This design comes from an exercise in tuning for small area, a short achievable clock period and few clock cycles per item on the open sky130 flow, not from production work. The RTL was checked by simulation tests, not by an equivalence proof against the original design.

==> flow/design.v (excerpt) <==
module TriDiagDet #(
    parameter N = 16,
    parameter WIDTH = 16
)(
    input clk,
    input rst,
    input start,
    input ack,
    input [WIDTH*(N-1)-1:0] a_flat,
    input [WIDTH*N-1:0] b_flat,
    input [WIDTH*(N-1)-1:0] c_flat,
    output reg done,
    output [4*WIDTH-1:0] det
);
For scale: roughly 7300 cells after synthesis, about 66000 um^2 of cells after synthesis.
==> flow/config.mk <==
export PLATFORM = sky130hd
export DESIGN_NAME = TriDiagDet
export DESIGN_NICKNAME = TriDiagDet
export VERILOG_FILES = /design/flow/design.v
export SDC_FILE = /design/flow/constraint.sdc
export NUM_CORES = 4
export LEC_CHECK = 0
export CAP_MARGIN = 20
export CORE_MARGIN = 2
export CORE_UTILIZATION = 60
export SLEW_MARGIN = 20
export TNS_END_PERCENT = 0
==> flow/constraint.sdc <==
create_clock -name core_clock -period 22.0 [get_ports {clk}]
set_input_delay 4.4000 -clock core_clock [delete_from_list [all_inputs] [get_ports {clk}]]
set_output_delay 4.4000 -clock core_clock [all_outputs]
set_load 0.01 [all_outputs]
standard.sh (not shown) runs the stock make flow with config.mk's settings and CLKGATE_MAP_FILE= SYNTH_SCRIPT=/design/flow/synth_recipe.tcl, a recipe that flattens the netlist after the stock synthesis.
==> flow/flow/run.sh <==
#!/bin/bash
# Layout flow: the standard synthesis, then inverters around full adders
# are removed by choosing each full adder's polarity (flow/fixinv.py; a full
# adder is self-dual), then the standard layout. Timing repair aims for
# extra setup slack; the clock period and constraints are the design's.
set -euo pipefail
export SETUP_SLACK_MARGIN=16
export BUFFER_PORTS_ARGS="-buffer_cell sky130_fd_sc_hd__buf_1"
R=orfs/results/sky130hd/TriDiagDet/base
bash standard.sh synth > synth.log 2>&1
cp $R/1_2_yosys.v 1_2_yosys.standard.v
python3 flow/fixinv.py 1_2_yosys.standard.v $R/1_2_yosys.v > fixinv.log 2>&1
rm -f $R/1_synth.odb $R/1_synth.sdc
bash standard.sh > layout.log 2>&1
==> flow/flow/fixinv.py <==
#!/usr/bin/env python3
"""Remove inverters around full adders in a flat Yosys netlist.

A full adder is self-dual: FA(~a, ~b, ~c) = (~sum, ~cout). Each fa cell may
therefore be used "inverted" (its pins carry the complements of the logical
signals). This script deletes the netlist's inverters (not those on ports),
chooses a polarity for every fa cell by local search so that as few
complemented signals are needed as possible, and adds back one inverter per
signal that still needs its complement. Other cells are left as they are.

usage: fixinv.py IN.v OUT.v
"""
import re
import sys
from collections import defaultdict

src = open(sys.argv[1]).read()
m = re.search(r'module\s+(\w+)\s*\((.*?)\);', src, re.S)
mod_start = m.end()
end_idx = src.rindex('endmodule')
body = src[mod_start:end_idx]

# declarations and instances
decl_re = re.compile(r'^\s*(input|output|wire|inout)\s+(\[\d+:\d+\]\s+)?(\S+)\s*;\s*$', re.M)
inst_re = re.compile(r'^\s*(sky130_fd_sc_hd__\w+)\s+(\S+)\s*\((.*?)\);\s*$', re.M | re.S)
pin_re = re.compile(r'\.(\w+)\(\s*(.*?)\s*\)\s*(?:,|$)', re.S)

decls = []
ports = set()
for d in decl_re.finditer(body):
    kind, rng, name = d.group(1), d.group(2), d.group(3)
    decls.append((kind, rng, name))
    if kind in ('input', 'output', 'inout'):
        if rng:
            hi, lo = map(int, re.findall(r'\d+', rng))
            for i in range(min(hi, lo), max(hi, lo) + 1):
                ports.add('%s[%d]' % (name, i))
        ports.add(name)

insts = []
for im in inst_re.finditer(body):
    ty, name, pins = im.group(1), im.group(2), im.group(3)
    pl = [(p, n) for p, n in pin_re.findall(pins)]
    insts.append([ty, name, pl])
if 'assign' in body:
    sys.exit('assign statements not supported')

OUTP = {'Y', 'X', 'SUM', 'COUT', 'Q', 'Q_N', 'HI', 'LO'}

def norm(n):
    n = n.strip()
    if n.startswith('\\'):
        n = n[1:].strip()
    return n

def is_inv(ty):
    return re.match(r'sky130_fd_sc_hd__(clk)?inv_\d+$', ty) is not None

def is_fa(ty):
    return re.match(r'sky130_fd_sc_hd__fa_\d+$', ty) is not None

# inverters to remove: input and output not ports
inv_of = {}   # output net -> input net
removed = set()
for k, (ty, name, pl) in enumerate(insts):
    if is_inv(ty):
        d = dict((p, norm(n)) for p, n in pl)
        if d['A'] in ports or d['Y'] in ports or d['A'].startswith("1'"):
            continue
        inv_of[d['Y']] = d['A']
        removed.add(k)

def root(n):
    q = 0
    seen = 0
    while n in inv_of:
        n = inv_of[n]
        q ^= 1
        seen += 1
        assert seen < 1000
    return n, q

# drivers
driver = {}   # net -> (inst index, pin)
for k, (ty, name, pl) in enumerate(insts):
    if k in removed:
        continue
    for p, n in pl:
        if p in OUTP:
            driver[norm(n)] = (k, p)

fa_idx = [k for k, (ty, _, _) in enumerate(insts) if is_fa(ty)]
pol = defaultdict(int)  # inst index -> polarity (only fa may be 1)

# sinks: list of (inst index, pin, root, parity); ports handled as fixed sinks
sinks_of_root = defaultdict(list)
sink_list = []
for k, (ty, name, pl) in enumerate(insts):
    if k in removed:
        continue
    for pi, (p, n) in enumerate(pl):
        if p in OUTP:
            continue
        nn = norm(n)
        r, q = root(nn)
        s = (k, pi, r, q)
        sink_list.append(s)
        sinks_of_root[r].append(s)
# output ports driven through removed inverters: ports are never inverter
# outputs here (kept), so nothing to do.

def drv_pol(r):
    d = driver.get(r)
    if d is None:
        return 0
    return pol[d[0]]

def root_cost(r):
    pd = drv_pol(r)
    for (k, pi, _, q) in sinks_of_root[r]:
        if q ^ pol[k] ^ pd:
            return 1
    return 0

roots_of_inst = defaultdict(set)
for k in fa_idx:
    ty, name, pl = insts[k]
    for p, n in pl:
        nn = norm(n)
        if p in OUTP:
            roots_of_inst[k].add(nn)
        else:
            roots_of_inst[k].add(root(nn)[0])

before = sum(root_cost(r) for r in sinks_of_root)
changed = True
it = 0
while changed and it < 50:
    changed = False
    it += 1
    for k in fa_idx:
        rs = roots_of_inst[k]
        c0 = sum(root_cost(r) for r in rs)
        pol[k] ^= 1
        c1 = sum(root_cost(r) for r in rs)
        if c1 < c0:
            changed = True
        else:
            pol[k] ^= 1
after = sum(root_cost(r) for r in sinks_of_root)
sys.stderr.write('inverters removed %d, needed before %d, after %d (%d passes), fa inverted %d\n'
                 % (len(removed), before, after, it, sum(pol[k] for k in fa_idx)))

# rebuild
inv_net = {}
new_insts = []
cnt = 0

def esc(n):
    return n if re.match(r'^[A-Za-z_][A-Za-z0-9_$]*(\[\d+\])?$', n) and not re.search(r'\[\d+\]$', n) or n in ports else '\\' + n + ' '

for k, (ty, name, pl) in enumerate(insts):
    if k in removed:
        continue
    newpl = []
    for p, n in pl:
        if p in OUTP:
            newpl.append((p, n))
            continue
        nn = norm(n)
        r, q = root(nn)
        need = q ^ pol[k] ^ drv_pol(r)
        if need:
            if r not in inv_net:
                cnt += 1
                inv_net[r] = '_polinv_n%d_' % cnt
            newpl.append((p, inv_net[r]))
        else:
            newpl.append((p, r))
    insts[k][2] = newpl

used = set()
for k, (ty, name, pl) in enumerate(insts):
    if k in removed:
        continue
    for p, n in pl:
        used.add(norm(n))
for r in inv_net:
    used.add(r)

def fmt_net(n):
    n = norm(n)
    if n in ports:
        return n
    if re.match(r'^[A-Za-z_][A-Za-z0-9_$]*$', n):
        return n
    return '\\' + n + ' '

out = [src[:mod_start]]
for kind, rng, name in decls:
    nm = norm(name)
    if kind == 'wire' and not rng and nm not in used and nm not in ports:
        continue
    out.append('  %s %s%s ;' % (kind, rng or '', name))
for r, n in inv_net.items():
    out.append('  wire %s;' % n)
for k, (ty, name, pl) in enumerate(insts):
    if k in removed:
        continue
    out.append('  %s %s (' % (ty, name))
    out.append(',\n'.join('    .%s(%s)' % (p, fmt_net(n)) for p, n in pl))
    out.append('  );')
for i, (r, n) in enumerate(inv_net.items()):
    out.append('  sky130_fd_sc_hd__inv_1 _polinv_%d_ (' % i)
    out.append('    .A(%s),\n    .Y(%s)' % (fmt_net(r), n))
    out.append('  );')
out.append('endmodule\n')
open(sys.argv[2], 'w').write('\n'.join(out))
The baseline did not get past global routing.
Testbench counts at the start, summed over its fixed seeds: cycles 6,528, items 384.
Rerun with:
--- a/flow/flow/fixinv.py
+++ b/flow/flow/fixinv.py
@@ -149,2 +149,28 @@
             pol[k] ^= 1
+# simulated annealing on top of the greedy result (deterministic seed)
+import random
+import math
+rng = random.Random(1)
+cur = sum(root_cost(r) for r in sinks_of_root)
+best = cur
+best_pol = {k: pol[k] for k in fa_idx}
+T = 1.0
+steps = 40 * len(fa_idx)
+for step in range(steps):
+    k = fa_idx[rng.randrange(len(fa_idx))]
+    rs = roots_of_inst[k]
+    c0 = sum(root_cost(r) for r in rs)
+    pol[k] ^= 1
+    c1 = sum(root_cost(r) for r in rs)
+    d = c1 - c0
+    if d <= 0 or rng.random() < math.exp(-d / T):
+        cur += d
+        if cur < best:
+            best = cur
+            best_pol = {kk: pol[kk] for kk in fa_idx}
+    else:
+        pol[k] ^= 1
+    T = max(0.05, 1.0 * (1 - step / steps))
+for k in fa_idx:
+    pol[k] = best_pol[k]
 after = sum(root_cost(r) for r in sinks_of_root)
CORE_UTILIZATION = 55   (was 60)
Effect: This time the run finished with timing, DRC and antenna clean; area after synthesis stays flat; synthesized cell count is about the same.

========
Starting RTL as in the previous note.
make LEC_CHECK=0 CAP_MARGIN=20 CORE_MARGIN=2 CORE_UTILIZATION=40 SLEW_MARGIN=20 finish   # period 22.0 ns
run.sh (not shown) runs the stock make flow with config.mk's settings and CLKGATE_MAP_FILE= SYNTH_SCRIPT=/design/flow/synth_recipe.tcl, a recipe that flattens the netlist after the stock synthesis.
Stock flow here: none of the scripts above is used.
The starting point finished clean.
Testbench counts at the start, summed over its fixed seeds: cycles 6,528, items 384.
Edit:
==> flow/flow/run.sh (new file) <==
#!/bin/bash
# Standard synthesis and layout; timing repair aims for extra setup slack
# (the period and constraints are the design's own).
set -euo pipefail
export SETUP_SLACK_MARGIN=16
bash standard.sh synth > synth.log 2>&1
bash standard.sh > layout.log 2>&1
==> flow/standard.sh (new file) <==
#!/bin/bash
# synth_recipe.tcl (not shown) runs the flow's synth.tcl, then flattens the netlist and writes it again
# the make line also repeats each setting of config.mk as NAME=value (left out here)
make -C /OpenROAD-flow-scripts/flow DESIGN_CONFIG=/design/flow/config.mk WORK_HOME=/design/flow/orfs CLKGATE_MAP_FILE= SYNTH_SCRIPT=/design/flow/synth_recipe.tcl "${@:-finish}"
removed: flow/run.sh
The new run produced a clean layout.
Setup slack improves by 2100 ps.
Wire length came out higher by 12%.
Non-clock buffer count came out higher by 505.
Area after synthesis stays the same.
Sequential share of layout area goes down by 0.53 points.
Final cell count went up by 5.0%.
Synthesized cell count stays the same.
Cell area rises by 16%.
Sequential cell count is unchanged.

[what the ideal ports hide]
Ports are ideal in the flow. The routed layouts listed here were re-timed in OpenROAD.
Step 1 assumes that a clkbuf_16 drives the clock port and a buf_2 every other input.
Step 2, shift: input delay + t, output delay - t, t = (earliest + latest rising clock arrival at the registers) / 2. This alone moves slack from input paths to output paths.
Three values: no drivers, after step 1, after step 2; two values: the first two.
| run | t (ns) | setup slack, ns | worst hold slack (ns) | latest minus earliest clock arrival (ns) |
|---|---|---|---|---|
| the second run of note 1 | 0.659 | 14.848 / 14.848 / 14.848 | 0.553 / 0.553 / 0.553 | 0.029 / 0.029 |
| the first run of note 2 | 0.657 | 12.730 / 12.730 / 12.730 | 0.574 / 0.574 / 0.574 | 0.032 / 0.032 |
| the second run of note 2 | 0.659 | 14.815 / 14.815 / 14.815 | 0.533 / 0.533 / 0.533 | 0.028 / 0.028 |
After both steps every run listed still meets setup and hold.
